What follows belongs to an exercise in optimizing a design on an open flow for small area and a short achievable clock period; a production flow would make more cautious choices. Where RTL was checked, it was by simulation tests only, not by an equivalence proof against the original.

==> inputs of job 4461 <==
==> flow/design.v <==
module gca_dlnv(
    input [31:0]    coord0,
    input [31:0]    coord1,
    input           ld,
    input           step,
    input           CLK,
    output          FC,
    output [20:0]   ADDR
);
    wire [10:0] xs = coord0[10:0];
    wire [9:0]  ys = coord0[20:11];
    wire [10:0] x1 = coord1[10:0];
    wire [9:0]  y1 = coord1[20:11];
    reg  [10:0] x;
    reg  [9:0]  y;
    reg         sx, sy;      
    reg  [10:0] dx;          
    reg  [9:0]  dy;          
    reg  [11:0] q;           
    reg         xmaj_n;      
    reg  [11:0] h;           
    reg         eqx, eqy;    
    wire xmaj = q[11];
    wire [11:0] tx = {1'b0, xs} + {1'b0, ~x1} + {11'd0, sx};
    wire [10:0] ty = {1'b0, ys} + {1'b0, ~y1} + {10'd0, sy};
    wire [11:0] qn  = {2'b0, dy} - {1'b0, dx};
    wire [11:0] h0x = {2'b0, dy} + ~{2'b0, dx[10:1]} + {11'd0, ~dx[0]};
    wire [11:0] h0y = {3'b0, dy[9:1]} + ~{1'b0, dx} + {11'd0, dy[0]};
    wire [11:0] h0  = qn[11] ? h0x : h0y;
    wire gox = xmaj | h[11];         
    wire goy = xmaj_n | ~h[11];      
    wire both = gox & goy;
    wire [11:0] sa = xmaj ? {2'b0, dy} : ~{1'b0, dx};
    wire [11:0] hs = h + (both ? q : sa) + {11'd0, ~both & xmaj_n};
    wire mx = step & gox;
    wire my = step & goy;
    wire [10:0] wx = x ^ {11{sx}};
    wire [9:0]  wy = y ^ {10{sy}};
    wire [10:0] fx;
    wire [9:0]  fy;
    assign fx[0] = 1'b1;
    assign fy[0] = 1'b1;
    genvar i;
    generate
        for (i = 1; i < 11; i = i + 1) begin : gfx
            assign fx[i] = &wx[i-1:0];
        end
        for (i = 1; i < 10; i = i + 1) begin : gfy
            assign fy[i] = &wy[i-1:0];
        end
    endgenerate
    wire [10:0] ex = x ^ x1;
    wire [9:0]  ey = y ^ y1;
    wire eqx_hold = ~|ex;
    wire eqy_hold = ~|ey;
    wire eqx_step = ex == fx;
    wire eqy_step = ey == fy;
    assign ADDR = {y, x};
    assign FC = ~ld & (xmaj ? eqx : eqy);
    always @(posedge CLK) begin
        x <= ld ? xs : x ^ ({11{mx}} & fx);
        y <= ld ? ys : y ^ ({10{my}} & fy);
        eqx <= (step & ~ld) ? eqx_step : eqx_hold;
        eqy <= (step & ~ld) ? eqy_step : eqy_hold;
        sx <= tx[11];
        sy <= ty[10];
        dx <= tx[10:0] ^ {11{~sx}};
        dy <= ty[9:0] ^ {10{~sy}};
        q <= qn;
        xmaj_n <= ~qn[11];
        if (ld) begin
            h <= h0;
        end else if (step) begin
            h <= hs;
        end
    end
endmodule
==> flow/flow/run.sh <==
#!/bin/bash
# Own layout flow: the standard ORFS flow (standard.sh) with
#  - ORFS's full/half-adder extraction turned off, so ABC maps the adders
#  - a shorter ABC mapping script (structural choices, then delay mapping)
#  - plain buffers on the ports instead of the delay cells ORFS picks
#  - a clock tree with larger sink clusters and no dummy loads
set -euo pipefail
here=$(pwd)
rm -rf "$here/scripts_mod"
cp -r "$FLOW_HOME/scripts" "$here/scripts_mod"
cp "$here/flow/abc_speed.script" "$here/scripts_mod/abc_speed.script"
export SCRIPTS_DIR="$here/scripts_mod"
export ADDER_MAP_FILE=
export BUFFER_PORTS_ARGS="-buffer_cell sky130_fd_sc_hd__buf_1"
export CTS_ARGS="-sink_clustering_enable -repair_clock_nets -dont_use_dummy_load -sink_clustering_size 40 -sink_clustering_max_diameter 150 -buf_list {sky130_fd_sc_hd__clkbuf_4}"
bash standard.sh > standard.log 2>&1
==> flow/flow/abc_speed.script <==
&get -n
&st
&dch
&nf
&put
==> flow/standard.sh <==
#!/bin/bash
# synth_recipe.tcl (not shown) runs the flow's synth.tcl, then flattens the netlist and writes it again
# the make line also repeats each setting of config.mk as NAME=value (left out here)
make -C /OpenROAD-flow-scripts/flow DESIGN_CONFIG=/design/flow/config.mk WORK_HOME=/design/flow/orfs CLKGATE_MAP_FILE= SYNTH_SCRIPT=/design/flow/synth_recipe.tcl "${@:-finish}"
==> flow/config.mk <==
export PLATFORM = sky130hd
export DESIGN_NAME = gca_dlnv
export DESIGN_NICKNAME = gca_dlnv
export VERILOG_FILES = /design/flow/design.v
export SDC_FILE = /design/flow/constraint.sdc
export NUM_CORES = 4
export LEC_CHECK = 0
export CAP_MARGIN = 20
export CORE_MARGIN = 2
export CORE_UTILIZATION = 40
export SETUP_SLACK_MARGIN = 2.3
export SLEW_MARGIN = 20
==> flow/constraint.sdc <==
create_clock -name core_clock -period 5.0 [get_ports {CLK}]
set_input_delay 1.0000 -clock core_clock [delete_from_list [all_inputs] [get_ports {CLK}]]
set_output_delay 1.0000 -clock core_clock [all_outputs]
set_load 0.01 [all_outputs]
==> inputs of job 9243, as changes to job 4461 <==
==> flow/design.v, changed modules only <==
module gca_dlnv(
    input [31:0]    coord0,
    input [31:0]    coord1,
    input           ld,
    input           step,
    input           CLK,
    output          FC,
    output [20:0]   ADDR
);
    reg         [15:0] x0;
    reg         [15:0] y0;
    wire        [15:0] x1;
    wire        [15:0] y1;
    reg  signed [15:0] dx, dy;
    reg  signed [15:0] sx, sy;
    reg  signed [15:0] error;
    wire signed [15:0] e2;
    assign x1 = {5'b0, coord1[10:0]};
    assign y1 = {6'b0, coord1[20:11]};
    assign e2 = error <<< 1;
    assign ADDR = {y0[9:0], x0[10:0]};
    assign FC = !ld && (x0 == x1 && y0 == y1 || e2 >= dy && x0 == x1 || e2 <= dx && y0 == y1);
    always @(posedge CLK) begin
        if(ld) begin
            x0 <= {5'b0, coord0[10:0]};
            y0 <= {6'b0, coord0[20:11]};
            sx <= (x0 > x1) ? -16'd1 : 16'd1;
            sy <= (y0 > y1) ? -16'd1 : 16'd1;
            dx <= (x0 < x1) ? (x1 - x0) : (x0 - x1);
            dy <= (y1 < y0) ? (y1 - y0) : (y0 - y1);
            error <= dx + dy;
        end
        if(step && !ld) begin
            if(e2 >= dy) x0 <= x0 + sx;
            if(e2 <= dx) y0 <= y0 + sy;
            if(e2 >= dy && e2 <= dx)
                error <= error + dx + dy;
            else if(e2 >= dy)
                error <= error + dy;
            else if(e2 <= dx)
                error <= error + dx;
        end
    end
endmodule
==> flow/run.sh (new file) <==
#!/bin/bash
# synth_recipe.tcl (not shown) runs the flow's synth.tcl, then flattens the netlist and writes it again
# the make line also repeats each setting of config.mk as NAME=value (left out here)
make -C /OpenROAD-flow-scripts/flow DESIGN_CONFIG=/design/flow/config.mk WORK_HOME=/design/flow/orfs CLKGATE_MAP_FILE= SYNTH_SCRIPT=/design/flow/synth_recipe.tcl finish
--- a/flow/config.mk
+++ b/flow/config.mk
@@ -9,4 +9,3 @@
 export CORE_MARGIN = 2
 export CORE_UTILIZATION = 40
-export SETUP_SLACK_MARGIN = 2.3
 export SLEW_MARGIN = 20
removed: flow/flow/run.sh
removed: flow/flow/abc_speed.script
removed: flow/standard.sh
==> flow_summary.json <==
{
  "status": "no timing/DRC/antenna violations",
  "clockNetworkAreaShare_pct": 0.9667,
  "path_cells": "buf_6, mux2i_4, buf_6, buf_12, buf_6, mux2i_4, nor2_1, maj3_1, a211oi_2, xor2_1, o21ai_1",
  "via_count": 5198,
  "r2r_end": "h[11]",
  "cts.sinks": 71,
  "syn_area_um2": 5746,
  "nWellTaps": 180,
  "synth_most_common_cell": "xnor2_1",
  "reg2reg_depth": 11
}
Source of the figures above: job 4461

==> flow_summary.json <==
{
  "path_cells": "clkdlybuf4s50_1, ha_1, and3_1, nand4_1, nor3_1, inv_1, nand2_1, a22oi_1, nor2_1, clkdlybuf4s50_1",
  "status": "no timing/DRC/antenna violations",
  "r2r_end": "error[14]",
  "crit_path_end_kind": "output port",
  "synth_fa_ha_area_share_pct": 21.03,
  "cts.sinks": 81,
  "netlist_top_cells_count": "ha_1 (158), inv_1 (102), a21oi_1 (95), nor2_1 (83), nand2_1 (79)",
  "nWellTaps": 330,
  "r2r_start": "dx[0]",
  "syn_area_um2": 10350,
  "reg2reg_depth": 17,
  "multi_input_area_share_pct": 66.44
}
Source of the figures above: job 9243

Only the layout flow was run in job 4461; the RTL was not checked for function there.

---

==> inputs of v23 <==
Another version of the RTL of gca_dlnv (not shown whole).
==> module gca_dlnv, before the edit <==
module gca_dlnv(
    input [31:0]    coord0,
    input [31:0]    coord1,
    input           ld,
    input           step,
    input           CLK,
    output          FC,
    output [20:0]   ADDR
);
    wire [10:0] xs = coord0[10:0];
    wire [9:0]  ys = coord0[20:11];
    wire [10:0] x1 = coord1[10:0];
    wire [9:0]  y1 = coord1[20:11];
    reg  [10:0] x;
    reg  [9:0]  y;
    reg         sx, sy;      
    reg  [10:0] dx;          
    reg  [9:0]  dy;          
    reg         xmaj;        
    reg         xmaj_n;      
    reg         xmaj_m;      
    reg  [11:0] h;           
    reg         eqx, eqy;    
    wire [11:0] tx  = {1'b0, x1} + {1'b0, ~xs};
    wire [10:0] ty  = {1'b0, y1} + {1'b0, ~ys};
    wire [10:0] tx1 = x1 + ~xs + 11'd1;
    wire [9:0]  ty1 = y1 + ~ys + 10'd1;
    wire [10:0] adx = tx[11] ? tx1 : ~tx[10:0];
    wire [9:0]  ady = ty[10] ? ty1 : ~ty[9:0];
    wire        cmp = dx >= {1'b0, dy};
    wire gox = xmaj | h[11];         
    wire goy = xmaj_n | ~h[11];      
    wire [11:0] sa  = xmaj_m ? {2'b0, dy} : {3'b0, dy[9:1]};
    wire [11:0] sb  = xmaj_m ? ~{2'b0, dx[10:1]} : ~{1'b0, dx};
    wire        sci = xmaj_m ? ~dx[0] : dy[0];
    wire [11:0] h0  = sa + sb + {11'd0, sci};
    wire [11:0] pa = {2'b0, dy & {10{gox}}};
    wire [11:0] pb = ~{1'b0, dx & {11{goy}}};
    wire [11:0] cs = h ^ pa ^ pb;
    wire [11:0] cc = (h & pa) | (h & pb) | (pa & pb);
    wire [11:0] hs = cs + {cc[10:0], 1'b1};
    wire mx = step & ~ld & gox;
    wire my = step & ~ld & goy;
    wire [10:0] wx = x ^ {11{sx}};
    wire [9:0]  wy = y ^ {10{sy}};
    wire [10:0] fx;
    wire [9:0]  fy;
    assign fx[0] = 1'b1;
    assign fy[0] = 1'b1;
    genvar i;
    generate
        for (i = 1; i < 11; i = i + 1) begin : gfx
            assign fx[i] = &wx[i-1:0];
        end
        for (i = 1; i < 10; i = i + 1) begin : gfy
            assign fy[i] = &wy[i-1:0];
        end
    endgenerate
    wire [10:0] ex = x ^ x1;
    wire [9:0]  ey = y ^ y1;
    wire eqx_hold = ~|ex;
    wire eqy_hold = ~|ey;
    wire eqx_step = ex == fx;
    wire eqy_step = ey == fy;
    assign ADDR = {y, x};
    assign FC = ~ld & (xmaj ? eqx : eqy);
    always @(posedge CLK) begin
        x <= ld ? xs : x ^ ({11{mx}} & fx);
        y <= ld ? ys : y ^ ({10{my}} & fy);
        eqx <= mx ? eqx_step : eqx_hold;
        eqy <= my ? eqy_step : eqy_hold;
        sx <= ~tx[11];
        sy <= ~ty[10];
        dx <= adx;
        dy <= ady;
        xmaj <= cmp;
        xmaj_n <= ~cmp;
        xmaj_m <= cmp;
        if (ld) begin
            h <= h0;
        end else if (step) begin
            h <= hs;
        end
    end
endmodule
==> flow/config.mk <==
export PLATFORM = sky130hd
export DESIGN_NAME = gca_dlnv
export DESIGN_NICKNAME = gca_dlnv
export VERILOG_FILES = /design/flow/design.v
export SDC_FILE = /design/flow/constraint.sdc
export NUM_CORES = 4
export LEC_CHECK = 0
export CAP_MARGIN = 20
export CORE_MARGIN = 2
export CORE_UTILIZATION = 40
export CTS_BUF_LIST = sky130_fd_sc_hd__clkbuf_4 sky130_fd_sc_hd__clkbuf_8
export SETUP_SLACK_MARGIN = 2.0
export SLEW_MARGIN = 20
==> flow/constraint.sdc <==
create_clock -name core_clock -period 5.0 [get_ports {CLK}]
set_input_delay 1.0000 -clock core_clock [delete_from_list [all_inputs] [get_ports {CLK}]]
set_output_delay 1.0000 -clock core_clock [all_outputs]
set_load 0.01 [all_outputs]
standard.sh (not shown) runs the stock make flow with config.mk's settings and CLKGATE_MAP_FILE= SYNTH_SCRIPT=/design/flow/synth_recipe.tcl, a recipe that flattens the netlist after the stock synthesis.
==> flow/flow/run.sh <==
#!/bin/bash
# Own layout flow: the standard ORFS flow (standard.sh) with
#  - ORFS's full/half-adder extraction turned off, so ABC maps the adders
#  - a shorter ABC mapping script (structural choices, then delay mapping)
#  - plain buffers on the ports instead of the delay cells ORFS picks
set -euo pipefail
here=$(pwd)
rm -rf "$here/scripts_mod"
cp -r "$FLOW_HOME/scripts" "$here/scripts_mod"
cp "$here/flow/abc_speed.script" "$here/scripts_mod/abc_speed.script"
export SCRIPTS_DIR="$here/scripts_mod"
export ADDER_MAP_FILE=
export BUFFER_PORTS_ARGS="-buffer_cell sky130_fd_sc_hd__buf_1"
bash standard.sh > standard.log 2>&1
==> flow/flow/abc_speed.script <==
&get -n
&st
&dch
&nf
&put
==> inputs of v30, as changes to v23 <==
==> flow/design.v (replaced) <==
module gca_dlnv(
    input [31:0]    coord0,
    input [31:0]    coord1,
    input           ld,
    input           step,
    input           CLK,
    output          FC,
    output [20:0]   ADDR
);
    wire [10:0] xs = coord0[10:0];
    wire [9:0]  ys = coord0[20:11];
    wire [10:0] x1 = coord1[10:0];
    wire [9:0]  y1 = coord1[20:11];
    reg  [10:0] x;
    reg  [9:0]  y;
    reg         sx, sy;      
    reg  [10:0] dx;          
    reg  [9:0]  dy;          
    reg  [11:0] q;           
    reg         xmaj_n;      
    reg  [11:0] h;           
    reg         eqx, eqy;    
    wire xmaj = q[11];
    wire [11:0] tx  = {1'b0, x1} + {1'b0, ~xs};
    wire [10:0] ty  = {1'b0, y1} + {1'b0, ~ys};
    wire [10:0] tx1 = x1 + ~xs + 11'd1;
    wire [9:0]  ty1 = y1 + ~ys + 10'd1;
    wire [10:0] adx = tx[11] ? tx1 : ~tx[10:0];
    wire [9:0]  ady = ty[10] ? ty1 : ~ty[9:0];
    wire [11:0] qn = {2'b0, dy} - {1'b0, dx};
    wire [11:0] h0 = q + (xmaj_n ? ~{3'b0, dy[9:1]} : {2'b0, dx[10:1]});
    wire gox = xmaj | h[11];         
    wire goy = xmaj_n | ~h[11];      
    wire both = gox & goy;
    wire [11:0] sa = xmaj ? {2'b0, dy} : ~{1'b0, dx};
    wire [11:0] hm = both ? q : sa;
    wire [11:0] hs = h + (hm & {12{step}}) + {11'd0, step & ~both & xmaj_n};
    wire mx = step & gox;
    wire my = step & goy;
    wire [10:0] wx = x ^ {11{sx}};
    wire [9:0]  wy = y ^ {10{sy}};
    wire [10:0] fx;
    wire [9:0]  fy;
    assign fx[0] = 1'b1;
    assign fy[0] = 1'b1;
    genvar i;
    generate
        for (i = 1; i < 11; i = i + 1) begin : gfx
            assign fx[i] = &wx[i-1:0];
        end
        for (i = 1; i < 10; i = i + 1) begin : gfy
            assign fy[i] = &wy[i-1:0];
        end
    endgenerate
    wire [10:0] ex = x ^ x1;
    wire [9:0]  ey = y ^ y1;
    wire eqx_hold = ~|ex;
    wire eqy_hold = ~|ey;
    wire eqx_step = ex == fx;
    wire eqy_step = ey == fy;
    assign ADDR = {y, x};
    assign FC = ~ld & (xmaj ? eqx : eqy);
    always @(posedge CLK) begin
        x <= ld ? xs : x ^ ({11{mx}} & fx);
        y <= ld ? ys : y ^ ({10{my}} & fy);
        eqx <= (mx & ~ld) ? eqx_step : eqx_hold;
        eqy <= (my & ~ld) ? eqy_step : eqy_hold;
        sx <= ~tx[11];
        sy <= ~ty[10];
        dx <= adx;
        dy <= ady;
        q <= qn;
        xmaj_n <= ~qn[11];
        h <= ld ? h0 : hs;
    end
endmodule
--- a/flow/flow/run.sh
+++ b/flow/flow/run.sh
@@ -3,6 +3,7 @@
 #  - ORFS's full/half-adder extraction turned off, so ABC maps the adders
 #  - a shorter ABC mapping script (structural choices, then delay mapping)
 #  - plain buffers on the ports instead of the delay cells ORFS picks
+#  - a clock tree with larger sink clusters and no dummy loads
 set -euo pipefail
 here=$(pwd)
 rm -rf "$here/scripts_mod"
@@ -11,4 +12,5 @@
 export SCRIPTS_DIR="$here/scripts_mod"
 export ADDER_MAP_FILE=
 export BUFFER_PORTS_ARGS="-buffer_cell sky130_fd_sc_hd__buf_1"
+export CTS_ARGS="-sink_clustering_enable -repair_clock_nets -dont_use_dummy_load -sink_clustering_size 40 -sink_clustering_max_diameter 150 -buf_list {sky130_fd_sc_hd__clkbuf_4}"
 bash standard.sh > standard.log 2>&1
- CTS_BUF_LIST: sky130_fd_sc_hd__clkbuf_4 sky130_fd_sc_hd__clkbuf_8 -> unset
==> notes <==
- Between v30 and v23, the lower global-route usage is in v30 (gap 0.97 points).
- Of v23 and v30, v30 has the higher clock skew (gap 0.023 ns).
- Against v23, the final area of v30 is lower by 5.0%.
- Against v23, the synthesized cell count of v30 is smaller by about 0.8%.
- Between v23 and v30, the lower non-clock buffer count is in v30 (gap 4).
==> figures <==
Count of state elements after synthesis: v23 60; v30 71
Buffer cell driving the clock tree root: v23 sky130_fd_sc_hd__clkbuf_8; v30 sky130_fd_sc_hd__clkbuf_4
Signal inverters: v23 21; v30 11
Die Wd: v23 122.8 microns; v30 122.4 microns
Mux share of post-synthesis cell area: v23 5.342%; v30 2.030%
Run status: v23 no timing/DRC/antenna violations; v30 no timing/DRC/antenna violations
Detailed route wirelength on metal2: v23 6461 microns; v30 6078 microns
DPL Wire Length: v23 11220 microns; v30 10600 microns
Number of nets in the layout: v23 896; v30 887
Final critical delay including setup and external delays: v23 2.930 ns; v30 2.839 ns
Total of plain and repair buffers excluding clock buffers: v23 76; v30 72
Hold Worst Slack: v23 0.5942 ns; v30 0.4908 ns
Only the layout flow was run in v23; the RTL was not checked for function there.

what the ideal ports hide:
Ports are ideal in the flow. The routed layouts listed here were re-timed in OpenROAD.
Step 1 sets driving cells, clkbuf_16 on the clock port and buf_2 on the other inputs (assumed; they add their load-dependent delay and slew).
Step 2 adds t to the input delays and takes it off the output delays; t is the mean of the earliest and latest rising clock arrival at the registers after step 1. Input paths then give back, and output paths get back, about the clock's delay inside the block.
a / b / c = no drivers / after step 1 / after step 2; a / b = the first two.
run | t, ns | setup WS [ns] | worst hold slack (ns) | worst setup path after step 2 | clock arrival spread, ns
job 4461 | 0.461 | 2.355 / 2.355 / 1.943 | 0.516 / 0.516 / 0.516 | input to register | 0.036 / 0.036
job 9243 | 0.402 | 0.470 / 0.448 / 0.448 | 0.530 / 0.530 / 0.530 | input to output | 0.012 / 0.012
v23 | 0.378 | 2.070 / 2.070 / 1.849 | 0.594 / 0.594 / 0.594 | input to register | 0.008 / 0.008
v30 | 0.455 | 2.161 / 2.157 / 1.736 | 0.491 / 0.491 / 0.491 | input to register | 0.031 / 0.031
After both steps every run listed still meets setup and hold. The setup slack of v30, which loses most, moves by -0.004 ns with the drivers and by -0.425 ns with both steps.
